From an optimization exercise on the open Yosys and OpenROAD flow, aimed at small area; shortcuts taken in it are not production practice.
At most, simulation tests tie the RTL to the original design; equivalence was not proved.
No activity file was given, so power comes from the tool's default toggle rates.

trial 34:
==> flow/design.v (excerpt) <==
module IPF ( clk, reset, in_en, din, ipf_type, ipf_band_pos, ipf_wo_class, ipf_offset, lcu_x, lcu_y, lcu_size, busy, out_en, dout, dout_addr, finish);
==> module IPF, before the edit <==
module IPF ( clk, reset, in_en, din, ipf_type, ipf_band_pos, ipf_wo_class, ipf_offset, lcu_x, lcu_y, lcu_size, busy, out_en, dout, dout_addr, finish);
    input   clk;
    input   reset;
    input   in_en;
    input   [7:0]  din;
    input   [1:0]  ipf_type;
    input   [4:0]  ipf_band_pos;
    input          ipf_wo_class;
    input   [15:0] ipf_offset;
    input   [2:0]  lcu_x;
    input   [2:0]  lcu_y;
    input   [1:0]  lcu_size;
    output busy;
    output finish;
    output out_en;
    output [7:0] dout;
    output [13:0] dout_addr;
    reg [1:0] size;
    always @(posedge clk) size <= lcu_size;
    wire s16 = (size == 2'd0);
    wire s32 = (size == 2'd1);
    reg [6:0] ox, oy;
    reg started, fin;
    wire [6:0] mask = s16 ? 7'h0f : s32 ? 7'h1f : 7'h3f;
    wire col_end  = &(ox | ~mask);
    wire col_zero = ~(|(ox & mask));
    wire row_end  = &(oy | ~mask);
    wire row_pen  = &(oy | ~mask | 7'd1) & ~oy[0];
    wire row_zero = ~(|(oy & mask));
    wire n_col_zero = col_end;
    wire n_col_one  = col_zero;
    wire n_row_end  = col_end ? row_pen : row_end;
    wire n_row_zero = col_end ? row_end : row_zero;
    wire new_lcu = started & row_end & col_end;
    wire [6:0] lx = s16 ? {lcu_x, 4'd0} : s32 ? {lcu_x[1:0], 5'd0} : {lcu_x[0], 6'd0};
    wire [6:0] ly = s16 ? {lcu_y, 4'd0} : s32 ? {lcu_y[1:0], 5'd0} : {lcu_y[0], 6'd0};
    wire [6:0] ox_inc = ox + 7'd1;
    wire [6:0] oy_inc = oy + 7'd1;
    always @(posedge clk or posedge reset) begin
        if (reset) begin
            ox <= 7'd0;
            oy <= 7'h7f;
            started <= 1'b0;
            fin <= 1'b0;
        end
        else begin
            started <= started | in_en;
            if (started) ox <= (ox_inc & mask) | ((new_lcu ? lx : ox) & ~mask);
            if (started & col_end) oy <= (oy_inc & mask) | ((new_lcu ? ly : oy) & ~mask);
            if (~in_en & started & row_end & col_end) fin <= 1'b1;
        end
    end
    assign finish = fin;
    assign busy = fin;
    assign out_en = 1'b1;
    assign dout_addr = {oy, ox};
    wire [4:0] band = din[7:3];
    wire [4:0] bd = band - ipf_band_pos;
    wire prot = (bd == 5'd0) | (bd == 5'd31) | ((bd == 5'd1) & ~(&ipf_band_pos));
    reg [3:0] boff;
    always @(*) begin
        case (band[1:0])
            2'd0: boff = ipf_offset[15:12];
            2'd1: boff = ipf_offset[11:8];
            2'd2: boff = ipf_offset[7:4];
            default: boff = ipf_offset[3:0];
        endcase
    end
    wire [8:0] bsum = {1'b0, din} + {1'b0, {4{boff[3]}}, boff};
    wire [7:0] bsat = (bsum[8] ^ boff[3]) ? {8{~boff[3]}} : bsum[7:0];
    wire [7:0] bout = ((ipf_type == 2'd1) & ~prot) ? bsat : din;
    reg [7:0] r0, r1;                  
    reg [7:0] la [1:63];               
    reg [7:0] lb [1:64];               
    wire [7:0] c = s16 ? la[15] : s32 ? la[31] : la[63];    
    wire [7:0] a = s16 ? lb[16] : s32 ? lb[32] : lb[64];    
    wire [7:0] ea = ipf_wo_class ? a : r1;
    wire [7:0] ec = ipf_wo_class ? c : r0;
    wire [7:0] eb = din;
    function carry8;
        input [7:0] x, y;
        input cin;
        integer k;
        begin
            carry8 = cin;
            for (k = 0; k < 8; k = k + 1)
                carry8 = (x[k] & y[k]) | (carry8 & (x[k] | y[k]));
        end
    endfunction
    wire [8:0] esum = ea + eb;
    wire [7:0] em = esum[8:1];
    wire c_lt_m = carry8(em, ~ec, 1'b0);      
    wire c_gt_m = carry8(ec, ~em, 1'b0);      
    wire ua = carry8(ea, ~ec, c_gt_m);
    wire ub = carry8(eb, ~ec, c_gt_m);
    reg [3:0] eoff;
    always @(*) begin
        if (c_lt_m & ua & ub)        eoff = ipf_offset[15:12];
        else if (c_gt_m & ~ua & ~ub) eoff = ipf_offset[3:0];
        else if (c_lt_m)             eoff = ipf_offset[11:8];
        else if (c_gt_m)             eoff = ipf_offset[7:4];
        else                         eoff = 4'd0;
    end
    wire [7:0] eout = ec + {{4{eoff[3]}}, eoff};
    wire eo = (ipf_type == 2'd2);
    wire h_act = eo & ~ipf_wo_class & ~n_col_zero & ~n_col_one;
    wire v_act = eo & ipf_wo_class & ~n_row_end & ~n_row_zero;
    reg [7:0] dout_r;
    assign dout = dout_r;
    integer i;
    always @(posedge clk) begin
        dout_r <= v_act ? eout : c;
        r0 <= bout;
        r1 <= r0;
        la[1] <= h_act ? eout : r0;
        for (i = 2; i <= 63; i = i + 1) la[i] <= la[i-1];
        lb[1] <= c;
        for (i = 2; i <= 64; i = i + 1) lb[i] <= lb[i-1];
    end
endmodule
Settings: LEC_CHECK=0, ABC_AREA=1, CAP_MARGIN=20, CORE_MARGIN=2, CORE_UTILIZATION=70, CTS_BUF_LIST=sky130_fd_sc_hd__clkbuf_4 sky130_fd_sc_hd__clkbuf_8, CTS_CLUSTER_DIAMETER=45, CTS_CLUSTER_SIZE=16, PLACE_DENSITY=0.8, SLEW_MARGIN=20; clock period 10.0 ns.
standard.sh (not shown) runs the stock make flow with config.mk's settings and CLKGATE_MAP_FILE= SYNTH_SCRIPT=/design/flow/synth_recipe.tcl, a recipe that flattens the netlist after the stock synthesis.
==> flow/flow/run.sh <==
#!/bin/bash
# Layout flow: the standard flow (standard.sh) with two changes:
#  - after the standard synthesis, its combinational logic is re-mapped by
#    ABC's default script (flow/remap.tcl); the flip-flops are left as they
#    are and checked to be identical, else the standard netlist is kept;
#  - the port buffers use the smallest buffer cell (buf_1).
# Each tool's output goes to a log file in this folder; ORFS also keeps its
# per-step logs under orfs/logs.
set -euo pipefail
export BUFFER_PORTS_ARGS="-buffer_cell sky130_fd_sc_hd__buf_1"

bash standard.sh synth > synth.log 2>&1

res=orfs/results/$FLOW_PLATFORM/IPF/base
cp $res/1_2_yosys.v standard_synth.v
IN_V=standard_synth.v OUT_V=remapped.v yosys -c flow/remap.tcl > remap.log 2>&1 || true

flops() { grep -oE '^ *sky130_fd_sc_hd__(df|ed|sd)[a-z0-9_]+ [^ ]+' "$1" | sort; }
if [ -s remapped.v ] && [ "$(flops standard_synth.v | wc -l)" -gt 0 ] && \
   cmp -s <(flops standard_synth.v) <(flops remapped.v); then
  echo "re-mapped netlist used; flip-flops identical: $(flops remapped.v | wc -l)" > remap_check.log
  cp remapped.v $res/1_2_yosys.v
  touch $res/1_2_yosys.v
else
  echo "re-mapping failed or changed flip-flops; standard netlist kept" > remap_check.log
fi

bash standard.sh > flow.log 2>&1
Other scripts of this flow, unchanged in this note and not shown: flow/flow/remap.tcl
Modified inputs, build 38 compared to trial 34
==> flow/design.v <==
module IPF ( clk, reset, in_en, din, ipf_type, ipf_band_pos, ipf_wo_class, ipf_offset, lcu_x, lcu_y, lcu_size, busy, out_en, dout, dout_addr, finish);
    input   clk;
    input   reset;
    input   in_en;
    input   [7:0]  din;
    input   [1:0]  ipf_type;
    input   [4:0]  ipf_band_pos;
    input          ipf_wo_class;
    input   [15:0] ipf_offset;
    input   [2:0]  lcu_x;
    input   [2:0]  lcu_y;
    input   [1:0]  lcu_size;
    output busy;
    output finish;
    output out_en;
    output [7:0] dout;
    output [13:0] dout_addr;
    reg [1:0] size;
    always @(posedge clk) size <= lcu_size;
    wire s16 = (size == 2'd0);
    wire s32 = (size == 2'd1);
    reg [6:0] ox, oy;
    reg started, fin;
    wire [6:0] mask = s16 ? 7'h0f : s32 ? 7'h1f : 7'h3f;
    wire col_end  = &(ox | ~mask);
    wire col_zero = ~(|(ox & mask));
    wire col_one  = ((ox & mask) == 7'd1);
    wire row_end  = &(oy | ~mask);
    wire row_zero = ~(|(oy & mask));
    wire adv = in_en | started;
    wire new_lcu = adv & row_end & col_end;
    wire [6:0] lx = s16 ? {lcu_x, 4'd0} : s32 ? {lcu_x[1:0], 5'd0} : {lcu_x[0], 6'd0};
    wire [6:0] ly = s16 ? {lcu_y, 4'd0} : s32 ? {lcu_y[1:0], 5'd0} : {lcu_y[0], 6'd0};
    wire [6:0] ox_inc = ox + 7'd1;
    wire [6:0] oy_inc = oy + 7'd1;
    always @(posedge clk or posedge reset) begin
        if (reset) begin
            ox <= 7'd0;
            oy <= 7'h7f;
            started <= 1'b0;
            fin <= 1'b0;
        end
        else begin
            started <= started | in_en;
            if (adv) ox <= (ox_inc & mask) | ((new_lcu ? lx : ox) & ~mask);
            if (adv & col_end) oy <= (oy_inc & mask) | ((new_lcu ? ly : oy) & ~mask);
            if (~in_en & started & row_end & col_end) fin <= 1'b1;
        end
    end
    assign finish = fin;
    assign busy = fin;
    assign out_en = 1'b1;
    assign dout_addr = {oy, ox};
    wire [4:0] band = din[7:3];
    wire [4:0] bd = band - ipf_band_pos;
    wire prot = (bd == 5'd0) | (bd == 5'd31) | ((bd == 5'd1) & ~(&ipf_band_pos));
    reg [3:0] boff;
    always @(*) begin
        case (band[1:0])
            2'd0: boff = ipf_offset[15:12];
            2'd1: boff = ipf_offset[11:8];
            2'd2: boff = ipf_offset[7:4];
            default: boff = ipf_offset[3:0];
        endcase
    end
    wire [8:0] bsum = {1'b0, din} + {1'b0, {4{boff[3]}}, boff};
    wire [7:0] bsat = (bsum[8] ^ boff[3]) ? {8{~boff[3]}} : bsum[7:0];
    wire [7:0] bout = ((ipf_type == 2'd1) & ~prot) ? bsat : din;
    reg [7:0] r0, r1;                  
    reg [7:0] la [1:63];               
    reg [7:0] lb [1:64];               
    wire [7:0] c = s16 ? la[15] : s32 ? la[31] : la[63];    
    wire [7:0] a = s16 ? lb[16] : s32 ? lb[32] : lb[64];    
    wire [7:0] ea = ipf_wo_class ? a : r1;
    wire [7:0] ec = ipf_wo_class ? c : r0;
    wire [7:0] eb = din;
    function carry8;
        input [7:0] x, y;
        input cin;
        integer k;
        begin
            carry8 = cin;
            for (k = 0; k < 8; k = k + 1)
                carry8 = (x[k] & y[k]) | (carry8 & (x[k] | y[k]));
        end
    endfunction
    wire [8:0] esum = ea + eb;
    wire [7:0] em = esum[8:1];
    wire c_lt_m = carry8(em, ~ec, 1'b0);      
    wire c_gt_m = carry8(ec, ~em, 1'b0);      
    wire c_lt_a = carry8(ea, ~ec, 1'b0);
    wire c_gt_a = carry8(ec, ~ea, 1'b0);
    wire c_lt_b = carry8(eb, ~ec, 1'b0);
    wire c_gt_b = carry8(ec, ~eb, 1'b0);
    reg [3:0] eoff;
    always @(*) begin
        if (c_lt_a & c_lt_b)         eoff = ipf_offset[15:12];
        else if (c_gt_a & c_gt_b)    eoff = ipf_offset[3:0];
        else if (c_lt_m)             eoff = ipf_offset[11:8];
        else if (c_gt_m)             eoff = ipf_offset[7:4];
        else                         eoff = 4'd0;
    end
    wire [7:0] eout = ec + {{4{eoff[3]}}, eoff};
    wire eo = (ipf_type == 2'd2);
    wire h_act = eo & ~ipf_wo_class & ~col_zero & ~col_one;
    wire v_act = eo & ipf_wo_class & ~row_end & ~row_zero;
    assign dout = v_act ? eout : c;
    integer i;
    always @(posedge clk) begin
        r0 <= bout;
        r1 <= r0;
        la[1] <= h_act ? eout : r0;
        for (i = 2; i <= 63; i = i + 1) la[i] <= la[i-1];
        lb[1] <= c;
        for (i = 2; i <= 64; i = i + 1) lb[i] <= lb[i-1];
    end
endmodule
==> comparison <==
In the flow results for trial 34 and build 38, the global-route usage is smaller on trial 34. Build 38 vs. trial 34: count of placed standard cells in the final layout, fillers left out increased by about 0.9% relative to the old numbers, net count after synthesis closely matched the old numbers. Build 38 -> trial 34: post-route antenna net violation count delta 0, exact match. Diff trial 34 -> build 38: post-route worst setup slack now smaller; global-route wire length before repair now larger. Number of design-rule violations left by the first detailed-router iteration for build 38: 8 up relative to trial 34. Floorplan check, build 38 vs trial 34: die outline smaller in build 38. Relative to trial 34, build 38 degrades achievable clock frequency. Trial 34 has higher fraction of standard cell area that is sequential than build 38. Build 38 ends up with a initial cell density of the core that is 0.20 points lower than in trial 34.
Function not checked in build 38: the RTL went through the layout flow alone.

========
IPF again, from the RTL that the note above started with.
export LEC_CHECK = 0
export ABC_AREA = 1
export CAP_MARGIN = 20
export CORE_MARGIN = 2
export CORE_UTILIZATION = 70
export CTS_BUF_LIST = sky130_fd_sc_hd__clkbuf_4
export CTS_CLUSTER_DIAMETER = 30
export CTS_CLUSTER_SIZE = 10
export PLACE_DENSITY = 0.8
export SLEW_MARGIN = 20
create_clock -name core_clock -period 10.0 [get_ports {clk}]
==> flow/flow/run.sh <==
#!/bin/bash
# Layout flow: the standard flow (standard.sh) with these changes:
#  - after the standard synthesis, its combinational logic is re-mapped by
#    ABC (flow/remap.tcl) with a few random seeds of &deepsyn, and the
#    smallest result is used; the flip-flops are left as they are and
#    checked to be identical, else the standard netlist is kept;
#  - the port buffers use the smallest buffer cell (buf_1);
#  - clock tree synthesis inserts no dummy loads.
# Each tool's output goes to a log file in this folder; ORFS also keeps its
# per-step logs under orfs/logs.
set -euo pipefail
export BUFFER_PORTS_ARGS="-buffer_cell sky130_fd_sc_hd__buf_1"
export CTS_ARGS="-sink_clustering_enable -repair_clock_nets -sink_clustering_size 10 -sink_clustering_max_diameter 30 -buf_list {sky130_fd_sc_hd__clkbuf_4} -dont_use_dummy_load"

bash standard.sh synth > synth.log 2>&1

res=orfs/results/$FLOW_PLATFORM/IPF/base
cp $res/1_2_yosys.v standard_synth.v

flops() { grep -oE '^ *sky130_fd_sc_hd__(df|ed|sd)[a-z0-9_]+ [^ ]+' "$1" | sort; }
nflops=$(flops standard_synth.v | wc -l)

# re-map with seeds 0..7, four at a time
for batch in "0 1 2 3" "4 5 6 7"; do
  for s in $batch; do
    ABC_SEED=$s IN_V=standard_synth.v OUT_V=remap_$s.v timeout 1200 yosys -c flow/remap.tcl > remap_$s.log 2>&1 &
  done
  wait || true
done

best=""; best_area=""
for s in 0 1 2 3 4 5 6 7; do
  [ -s remap_$s.v ] && [ -s remap_$s.v.stat ] || continue
  [ "$nflops" -gt 0 ] && cmp -s <(flops standard_synth.v) <(flops remap_$s.v) || continue
  area=$(grep "Chip area" remap_$s.v.stat | awk '{print $NF}')
  if [ -z "$best" ] || awk "BEGIN{exit !($area < $best_area)}"; then best=$s; best_area=$area; fi
done

if [ -n "$best" ]; then
  echo "re-mapped netlist of seed $best used (cell area $best_area); flip-flops identical: $nflops" > remap_check.log
  cp remap_$best.v $res/1_2_yosys.v
  touch $res/1_2_yosys.v
else
  echo "re-mapping failed or changed flip-flops; standard netlist kept" > remap_check.log
fi

bash standard.sh > flow.log 2>&1
Other scripts of this flow, unchanged in this note and not shown: flow/flow/remap.tcl
Then changed:
--- a/flow/design.v
+++ b/flow/design.v
@@ -13,14 +13,12 @@
     output busy;
     output finish;
     output out_en;
     output [7:0] dout;
     output [13:0] dout_addr;
-    reg [1:0] size;
-    always @(posedge clk) size <= lcu_size;
-    wire s16 = (size == 2'd0);
-    wire s32 = (size == 2'd1);
+    wire s16 = ~(lcu_size[1] | lcu_size[0]);     
+    wire s32 = lcu_size[0];
     reg [6:0] ox, oy;
     reg started, fin;
     wire [6:0] mask = s16 ? 7'h0f : s32 ? 7'h1f : 7'h3f;
     wire col_end  = &(ox | ~mask);
     wire col_zero = ~(|(ox & mask));
@@ -34,50 +32,44 @@
     wire new_lcu = started & row_end & col_end;
     wire [6:0] lx = s16 ? {lcu_x, 4'd0} : s32 ? {lcu_x[1:0], 5'd0} : {lcu_x[0], 6'd0};
     wire [6:0] ly = s16 ? {lcu_y, 4'd0} : s32 ? {lcu_y[1:0], 5'd0} : {lcu_y[0], 6'd0};
     wire [6:0] ox_inc = ox + 7'd1;
     wire [6:0] oy_inc = oy + 7'd1;
+    always @(posedge clk) begin
+        if (~started) begin
+            ox <= 7'd0;
+            oy <= 7'h7f;
+        end
+        else begin
+            ox <= (ox_inc & mask) | ((new_lcu ? lx : ox) & ~mask);
+            if (col_end) oy <= (oy_inc & mask) | ((new_lcu ? ly : oy) & ~mask);
+        end
+    end
     always @(posedge clk or posedge reset) begin
         if (reset) begin
-            ox <= 7'd0;
-            oy <= 7'h7f;
             started <= 1'b0;
             fin <= 1'b0;
         end
         else begin
             started <= started | in_en;
-            if (started) ox <= (ox_inc & mask) | ((new_lcu ? lx : ox) & ~mask);
-            if (started & col_end) oy <= (oy_inc & mask) | ((new_lcu ? ly : oy) & ~mask);
             if (~in_en & started & row_end & col_end) fin <= 1'b1;
         end
     end
     assign finish = fin;
     assign busy = fin;
     assign out_en = 1'b1;
     assign dout_addr = {oy, ox};
     wire [4:0] band = din[7:3];
     wire [4:0] bd = band - ipf_band_pos;
     wire prot = (bd == 5'd0) | (bd == 5'd31) | ((bd == 5'd1) & ~(&ipf_band_pos));
-    reg [3:0] boff;
-    always @(*) begin
-        case (band[1:0])
-            2'd0: boff = ipf_offset[15:12];
-            2'd1: boff = ipf_offset[11:8];
-            2'd2: boff = ipf_offset[7:4];
-            default: boff = ipf_offset[3:0];
-        endcase
-    end
-    wire [8:0] bsum = {1'b0, din} + {1'b0, {4{boff[3]}}, boff};
-    wire [7:0] bsat = (bsum[8] ^ boff[3]) ? {8{~boff[3]}} : bsum[7:0];
-    wire [7:0] bout = ((ipf_type == 2'd1) & ~prot) ? bsat : din;
     reg [7:0] r0, r1;                  
     reg [7:0] la [1:63];               
     reg [7:0] lb [1:64];               
     wire [7:0] c = s16 ? la[15] : s32 ? la[31] : la[63];    
     wire [7:0] a = s16 ? lb[16] : s32 ? lb[32] : lb[64];    
     wire [7:0] ea = ipf_wo_class ? a : r1;
-    wire [7:0] ec = ipf_wo_class ? c : r0;
+    wire [7:0] ec = ipf_type[0] ? din : ipf_wo_class ? c : r0;
     wire [7:0] eb = din;
     function carry8;
         input [7:0] x, y;
         input cin;
         integer k;
@@ -93,18 +85,28 @@
     wire c_gt_m = carry8(ec, ~em, 1'b0);      
     wire ua = carry8(ea, ~ec, c_gt_m);
     wire ub = carry8(eb, ~ec, c_gt_m);
     reg [3:0] eoff;
     always @(*) begin
-        if (c_lt_m & ua & ub)        eoff = ipf_offset[15:12];
+        if (ipf_type[0])
+            case (band[1:0])
+                2'd0: eoff = ipf_offset[15:12];
+                2'd1: eoff = ipf_offset[11:8];
+                2'd2: eoff = ipf_offset[7:4];
+                default: eoff = ipf_offset[3:0];
+            endcase
+        else if (c_lt_m & ua & ub)   eoff = ipf_offset[15:12];
         else if (c_gt_m & ~ua & ~ub) eoff = ipf_offset[3:0];
         else if (c_lt_m)             eoff = ipf_offset[11:8];
         else if (c_gt_m)             eoff = ipf_offset[7:4];
         else                         eoff = 4'd0;
     end
-    wire [7:0] eout = ec + {{4{eoff[3]}}, eoff};
-    wire eo = (ipf_type == 2'd2);
+    wire [8:0] esum9 = {1'b0, ec} + {1'b0, {4{eoff[3]}}, eoff};
+    wire [7:0] eout = esum9[7:0];
+    wire [7:0] bsat = (esum9[8] ^ eoff[3]) ? {8{~eoff[3]}} : eout;
+    wire [7:0] bout = (ipf_type[0] & ~prot) ? bsat : din;
+    wire eo = ipf_type[1];               
     wire h_act = eo & ~ipf_wo_class & ~n_col_zero & ~n_col_one;
     wire v_act = eo & ipf_wo_class & ~n_row_end & ~n_row_zero;
     reg [7:0] dout_r;
     assign dout = dout_r;
     integer i;
Sequential power increases by roughly a tenth.
Core utilization increases by 0.35 points.
Power increases by roughly a tenth.
Wire length increases by a few percent.
Via count decreases slightly.
Combinational power increases by well over a third.
Flip-flop and latch count decreases by 2.
For the second run of this note, only the layout was checked, not whether the RTL still works.

## afterwards: timing with drivers on the ports
Ports are ideal in the flow. The routed layouts listed here were re-timed in OpenROAD. Step 1 (the two cells are an assumption about what drives the block):
set clk [get_ports {clk}]
set_driving_cell -lib_cell sky130_fd_sc_hd__clkbuf_16 $clk
set_driving_cell -lib_cell sky130_fd_sc_hd__buf_2 [delete_from_list [all_inputs] $clk]
Step 2, shift: input delay + t, output delay - t, t = (earliest + latest rising clock arrival at the registers) / 2. This alone moves slack from input paths to output paths. a / b / c = no drivers / after step 1 / after step 2; a / b = the first two.
| run | t (ns) | slack for setup (ns) | clock arrival spread, ns | worst data-port slew with drivers (ns) |
|---|---|---|---|---|
| trial 34 | 0.681 | 1.969 / 1.957 / 1.276 | 0.021 / 0.022 | 0.09 |
| build 38 | 0.682 | 0.347 / 0.281 / 0.281 | 0.048 / 0.047 | 0.07 |
| the first run of note 2 | 0.777 | 0.551 / 0.569 / -0.208 | 0.099 / 0.100 | 0.07 |
| the second run of note 2 | 0.817 | 0.489 / 0.516 / -0.301 | 0.136 / 0.136 | 0.07 |
With both steps, setup timing fails in the first run of note 2 and the second run of note 2, where it was met with ideal ports. The setup slack of the second run of note 2, which loses most, moves by +0.027 ns with the drivers and by -0.790 ns with both steps.
